Source: an optimization exercise on an open RTL-to-GDS flow (aim: small area). Production flows keep margins and buffers that such runs may drop.
At most, simulation tests tie the RTL to the original design; equivalence was not proved.
The clock port is modelled as an ideal driver, which makes a skipped or thinned clock tree look cheaper than it is; a real chip needs a root buffer or a tree.
Power and IR drop assume default switching activity.

==> module debouncer, before the edit <==
module debouncer(
    input CLK,
    input rst,
    input switch_input,
    output trans_dn
    );
reg sync_0_n;    
reg sync_1;
reg state;
reg [6:0] cnt_y;
wire [6:0] x = cnt_y ^ 7'b0101010;
wire idle = (state == sync_1);
wire z = ~|x[5:0];
wire finished = z & ~x[6];
wire fb = x[6] ^ (x[5] | z);
always @(posedge CLK)
begin
  sync_0_n <= ~(switch_input & ~rst);
  sync_1 <= ~(sync_0_n | rst);
  state <= ~rst & (finished ? sync_1 : state);
end
always @(posedge CLK)
  cnt_y <= (idle ? 7'b0000001 : {x[5:0], fb}) ^ 7'b0101010;
assign trans_dn = finished & sync_1 & ~state;
endmodule
==> flow/config.mk <==
export PLATFORM = sky130hd
export DESIGN_NAME = clock
export DESIGN_NICKNAME = clock
export VERILOG_FILES = /design/flow/design.v
export SDC_FILE = /design/flow/constraint.sdc
export NUM_CORES = 4
export LEC_CHECK = 0
export ABC_AREA = 1
export CAP_MARGIN = 20
export CORE_MARGIN = 2
export CORE_UTILIZATION = 40
export GPL_TIMING_DRIVEN = 0
export PLACE_DENSITY = 0.6
export SLEW_MARGIN = 20
==> flow/constraint.sdc <==
create_clock -name core_clock -period 10.0 [get_ports {clk}]
set_input_delay 2.0000 -clock core_clock [delete_from_list [all_inputs] [get_ports {clk}]]
set_output_delay 2.0000 -clock core_clock [all_outputs]
set_load 0.01 [all_outputs]
standard.sh (not shown) runs the stock make flow with config.mk's settings and CLKGATE_MAP_FILE= SYNTH_SCRIPT=/design/flow/synth_recipe.tcl, a recipe that flattens the netlist after the stock synthesis.
==> flow/flow/run.sh <==
#!/bin/bash
# Layout flow: the standard synthesis; then the combinational logic between the
# registers re-mapped for area by ABC, every register instance kept as synthesis made
# it, and the result proven equivalent to the standard netlist; then the standard
# layout from floorplan to finish, with the smallest buffer on the ports and a flat
# clock tree (post_cts.tcl).
set -euo pipefail
cd "$(dirname "$0")/.."
W=$PWD
R=$W/orfs/results/$FLOW_PLATFORM/clock/base
LIB=$FLOW_HOME/platforms/$FLOW_PLATFORM/lib/sky130_fd_sc_hd__tt_025C_1v80.lib

bash standard.sh synth > $W/std_synth.log 2>&1
cp $R/1_2_yosys.v $W/std_netlist.v

# candidate re-mappings; the smallest one proven equivalent is kept
SCRIPTS=()
for seed in 0 1 2 3; do
  SCRIPTS+=("+strash;&get -n;&deepsyn -T 60 -S $seed;&put;dch -f;&get -n;&nf -R 1000;&put;mfs2;strash;dch -f;&get -n;&nf -R 1000;&put;mfs3 -a;topo")
done
SCRIPTS+=("+strash;ifraig;dc2;dch -f;map -a;mfs2;strash;dch -f;map -a;mfs2;strash;dch -f;map -a;topo")
best=$W/std_netlist.v
best_area=$(awk '/Chip area/ {print $NF}' <(yosys -p "read_liberty -lib $LIB; read_verilog $W/std_netlist.v; stat -liberty $LIB" 2>&1))
echo "standard netlist area $best_area" > $W/resynth_summary.log
for i in "${!SCRIPTS[@]}"; do
  (
    RS_LIB=$LIB RS_IN=$W/std_netlist.v RS_OUT=$W/resynth_$i.v RS_TOP=$FLOW_TOP RS_SCRIPT="${SCRIPTS[$i]}" \
      yosys -c $W/flow/resynth.tcl > $W/resynth_$i.log 2>&1 || true
    EQ_LIB=$LIB EQ_A=$W/std_netlist.v EQ_B=$W/resynth_$i.v EQ_TOP=$FLOW_TOP \
      yosys -c $W/flow/equiv.tcl > $W/equiv_$i.log 2>&1 && touch $W/resynth_$i.ok || true
  ) &
done
wait
for i in "${!SCRIPTS[@]}"; do
  [[ -f $W/resynth_$i.ok ]] || { echo "script $i: not proven" >> $W/resynth_summary.log; continue; }
  a=$(awk '/Chip area/ {print $NF}' $W/resynth_$i.v.stat)
  echo "script $i: area $a" >> $W/resynth_summary.log
  if awk -v a="$a" -v b="$best_area" 'BEGIN {exit !(a < b)}'; then best=$W/resynth_$i.v; best_area=$a; fi
done
echo "kept $best ($best_area)" >> $W/resynth_summary.log

# the register instances must be the standard synthesis's, unchanged
grep -E 'sky130_fd_sc_hd__(df|edf|sdf|dl)' $W/std_netlist.v | sort > $W/regs_std.txt
grep -E 'sky130_fd_sc_hd__(df|edf|sdf|dl)' $best | sort > $W/regs_new.txt
cmp $W/regs_std.txt $W/regs_new.txt

cp $best $R/1_2_yosys.v
rm -f $R/1_synth.odb $R/1_synth.sdc
bash standard.sh \
  "BUFFER_PORTS_ARGS=-buffer_cell sky130_fd_sc_hd__buf_1" \
  "CTS_ARGS=-sink_clustering_enable -repair_clock_nets -dont_use_dummy_load -buf_list sky130_fd_sc_hd__clkbuf_8 -root_buf sky130_fd_sc_hd__clkbuf_8" \
  "POST_CTS_TCL=$W/flow/post_cts.tcl" \
  finish > $W/std_layout.log 2>&1
Other scripts of this flow, unchanged in this note and not shown: flow/flow/equiv.tcl, flow/flow/post_cts.tcl, flow/flow/resynth.tcl
The baseline completed without violations.
Change:
--- a/flow/design.v
+++ b/flow/design.v
@@ -75,23 +75,23 @@
     output trans_dn
     );
 reg sync_0_n;    
-reg sync_1;
+reg diff;        
 reg state;
 reg [6:0] cnt_y;
 wire [6:0] x = cnt_y ^ 7'b0101010;
-wire idle = (state == sync_1);
+wire idle = ~diff;
 wire z = ~|x[5:0];
 wire finished = z & ~x[6];
 wire fb = x[6] ^ (x[5] | z);
 always @(posedge CLK)
 begin
   sync_0_n <= ~(switch_input & ~rst);
-  sync_1 <= ~(sync_0_n | rst);
-  state <= ~rst & (finished ? sync_1 : state);
+  state <= ~rst & (state ^ (finished & diff));
+  diff <= ~rst & (~sync_0_n ^ state ^ (finished & diff));
 end
 always @(posedge CLK)
   cnt_y <= (idle ? 7'b0000001 : {x[5:0], fb}) ^ 7'b0101010;
-assign trans_dn = finished & sync_1 & ~state;
+assign trans_dn = finished & diff & ~state;
 endmodule
 module refresh(
     input clk,
Effect:
- The changed run passed the timing, design-rule and antenna checks
- final cell count is lower by 1.7%
- via count fell by 1.6%
- cell area increases by 1.1%
- worst setup slack gets worse by 3.6 ps
- wire length went down by 5.3%
- first-iteration DRC count went up by 4.2%
- die area climbs by 1.4%
- fmax hardly moves
- power goes up by 2.5%
- sequential cell count does not change
Only the layout flow was run in the second run of this note; the RTL was not checked for function there. In every run of this note, the design's own scripts or RTL, not TritonCTS, make the clock network.

* * *

clock with an RTL version that a note above also has.
Size: ~330 cells after synthesis, ~3000 sq um of cells after synthesis.
==> module debouncer, before the edit <==
module debouncer(
    input CLK,
    input rst,
    input switch_input,
    output trans_dn
    );
reg sync_0_n;    
reg diff;        
reg state;
reg [6:0] cnt_y;
wire [6:0] x = cnt_y ^ 7'b0101010;
wire idle = ~diff;
wire z = ~|x[5:0];
wire finished = z & ~x[6];
wire fb = x[6] ^ (x[5] | z);
always @(posedge CLK)
begin
  sync_0_n <= ~(switch_input & ~rst);
  state <= ~rst & (state ^ (finished & diff));
  diff <= ~rst & (~sync_0_n ^ state ^ (finished & diff));
end
always @(posedge CLK)
  cnt_y <= (idle ? 7'b0000001 : {x[5:0], fb}) ^ 7'b0101010;
assign trans_dn = finished & diff & ~state;
endmodule
==> flow/config.mk <==
export PLATFORM = sky130hd
export DESIGN_NAME = clock
export DESIGN_NICKNAME = clock
export VERILOG_FILES = /design/flow/design.v
export SDC_FILE = /design/flow/constraint.sdc
export NUM_CORES = 4
export LEC_CHECK = 0
export ABC_AREA = 1
export CAP_MARGIN = 20
export CORE_MARGIN = 2
export CORE_UTILIZATION = 40
export GPL_TIMING_DRIVEN = 0
export PLACE_DENSITY = 0.6
export SLEW_MARGIN = 20
==> flow/constraint.sdc <==
create_clock -name core_clock -period 10.0 [get_ports {clk}]
set_input_delay 2.0000 -clock core_clock [delete_from_list [all_inputs] [get_ports {clk}]]
set_output_delay 2.0000 -clock core_clock [all_outputs]
set_load 0.01 [all_outputs]
==> flow/flow/run.sh <==
#!/bin/bash
# Layout flow: the standard synthesis; then the combinational logic between the
# registers re-mapped for area by ABC, every register instance kept as synthesis made
# it, and the result proven equivalent to the standard netlist; then the standard
# layout from floorplan to finish, with the smallest buffer on the ports and a flat
# clock tree (post_cts.tcl).
set -euo pipefail
cd "$(dirname "$0")/.."
W=$PWD
R=$W/orfs/results/$FLOW_PLATFORM/clock/base
LIB=$FLOW_HOME/platforms/$FLOW_PLATFORM/lib/sky130_fd_sc_hd__tt_025C_1v80.lib

bash standard.sh synth > $W/std_synth.log 2>&1
cp $R/1_2_yosys.v $W/std_netlist.v

# candidate re-mappings; the smallest one proven equivalent is kept
SCRIPTS=()
for seed in 0 1 2 3 4 5 6 7 8 9 10 11; do
  SCRIPTS+=("+strash;&get -n;&deepsyn -T 90 -S $seed;&put;dch -f;&get -n;&nf -R 1000;&put;mfs2;strash;dch -f;&get -n;&nf -R 1000;&put;mfs3 -a;topo")
done
SCRIPTS+=("+strash;ifraig;dc2;dch -f;map -a;mfs2;strash;dch -f;map -a;mfs2;strash;dch -f;map -a;topo")
best=$W/std_netlist.v
best_area=$(awk '/Chip area/ {print $NF}' <(yosys -p "read_liberty -lib $LIB; read_verilog $W/std_netlist.v; stat -liberty $LIB" 2>&1))
echo "standard netlist area $best_area" > $W/resynth_summary.log
for i in "${!SCRIPTS[@]}"; do
  # four at a time
  if (( i > 0 && i % 4 == 0 )); then wait; fi
  (
    RS_LIB=$LIB RS_IN=$W/std_netlist.v RS_OUT=$W/resynth_$i.v RS_TOP=$FLOW_TOP RS_SCRIPT="${SCRIPTS[$i]}" \
      yosys -c $W/flow/resynth.tcl > $W/resynth_$i.log 2>&1 || true
    EQ_LIB=$LIB EQ_A=$W/std_netlist.v EQ_B=$W/resynth_$i.v EQ_TOP=$FLOW_TOP \
      yosys -c $W/flow/equiv.tcl > $W/equiv_$i.log 2>&1 && touch $W/resynth_$i.ok || true
  ) &
done
wait
for i in "${!SCRIPTS[@]}"; do
  [[ -f $W/resynth_$i.ok ]] || { echo "script $i: not proven" >> $W/resynth_summary.log; continue; }
  a=$(awk '/Chip area/ {print $NF}' $W/resynth_$i.v.stat)
  echo "script $i: area $a" >> $W/resynth_summary.log
  if awk -v a="$a" -v b="$best_area" 'BEGIN {exit !(a < b)}'; then best=$W/resynth_$i.v; best_area=$a; fi
done
echo "kept $best ($best_area)" >> $W/resynth_summary.log

# the register instances must be the standard synthesis's, unchanged
grep -E 'sky130_fd_sc_hd__(df|edf|sdf|dl)' $W/std_netlist.v | sort > $W/regs_std.txt
grep -E 'sky130_fd_sc_hd__(df|edf|sdf|dl)' $best | sort > $W/regs_new.txt
cmp $W/regs_std.txt $W/regs_new.txt

cp $best $R/1_2_yosys.v
rm -f $R/1_synth.odb $R/1_synth.sdc
bash standard.sh \
  "BUFFER_PORTS_ARGS=-buffer_cell sky130_fd_sc_hd__buf_1" \
  "CTS_ARGS=-sink_clustering_enable -repair_clock_nets -dont_use_dummy_load -buf_list sky130_fd_sc_hd__clkbuf_8 -root_buf sky130_fd_sc_hd__clkbuf_8" \
  "POST_CTS_TCL=$W/flow/post_cts.tcl" \
  finish > $W/std_layout.log 2>&1
Other scripts of this flow, unchanged in this note and not shown: flow/flow/equiv.tcl, flow/flow/post_cts.tcl, flow/flow/resynth.tcl
==> next run, changes <==
--- a/flow/design.v
+++ b/flow/design.v
@@ -72,29 +72,29 @@
     input CLK,
     input rst,
     input switch_input,
     output trans_dn
     );
 reg sync_0_n;    
-reg diff;        
+reg sync_1;
 reg state;
 reg [6:0] cnt_y;
 wire [6:0] x = cnt_y ^ 7'b0101010;
-wire idle = ~diff;
+wire idle = (state == sync_1);
 wire z = ~|x[5:0];
 wire finished = z & ~x[6];
 wire fb = x[6] ^ (x[5] | z);
 always @(posedge CLK)
 begin
   sync_0_n <= ~(switch_input & ~rst);
-  state <= ~rst & (state ^ (finished & diff));
-  diff <= ~rst & (~sync_0_n ^ state ^ (finished & diff));
+  sync_1 <= ~(sync_0_n | rst);
+  state <= ~rst & (finished ? sync_1 : state);
 end
 always @(posedge CLK)
   cnt_y <= (idle ? 7'b0000001 : {x[5:0], fb}) ^ 7'b0101010;
-assign trans_dn = finished & diff & ~state;
+assign trans_dn = finished & sync_1 & ~state;
 endmodule
 module refresh(
     input clk,
     input rst,
     input [3:0] seconds, input [2:0] t_secs, input [3:0] minutes,
     input [2:0] t_mins, input [3:0] hours, input t_hours,
What happened:
- The changed run passed the timing, design-rule and antenna checks
- cell count goes up slightly
- global-route usage rose by 0.48 points
- synthesized area is lower slightly
- cell area shrinks slightly
- via count is higher slightly
- wire length climbs by a few percent
- total power is lower slightly
- fmax came out lower by a few percent
- clock power hardly moves
- utilization barely changes
- die area is lower slightly
- synthesized cell count is higher by a few percent
Only the layout flow was run in the first run of this note; the RTL was not checked for function there. No run of this note takes its clock network from TritonCTS; it comes from the design's own scripts or RTL.

[afterwards: timing with drivers on the ports]
How much do the figures lean on ideal ports? The routed layouts below were timed once more, with nothing changed but the port constraints.
Step 1 assumes that a clkbuf_16 drives the clock port and a buf_2 every other input.
Step 2 times the ports against the registers' clock, not the clock port: input delays grow and output delays shrink by t, the midpoint of the rising clock arrivals with the driver on.
a / b / c = ideal ports / drivers / drivers and shift; a / b = the first two.
run | t, ns | setup slack, ns | hold slack, ns | pins driven straight from the clock port
the first run of note 1 | 0.261 | 6.166 / 6.131 / 6.346 | 0.378 / 0.378 / 0.378 | 1
the second run of note 1 | 0.265 | 6.162 / 6.162 / 6.162 | 0.373 / 0.373 / 0.373 | 1
the first run of note 2 | 0.262 | 6.276 / 6.276 / 6.276 | 0.387 / 0.387 / 0.387 | 1
the second run of note 2 | 0.257 | 6.195 / 6.160 / 6.327 | 0.382 / 0.382 / 0.382 | 1
After both steps setup and hold are still met in every run listed.
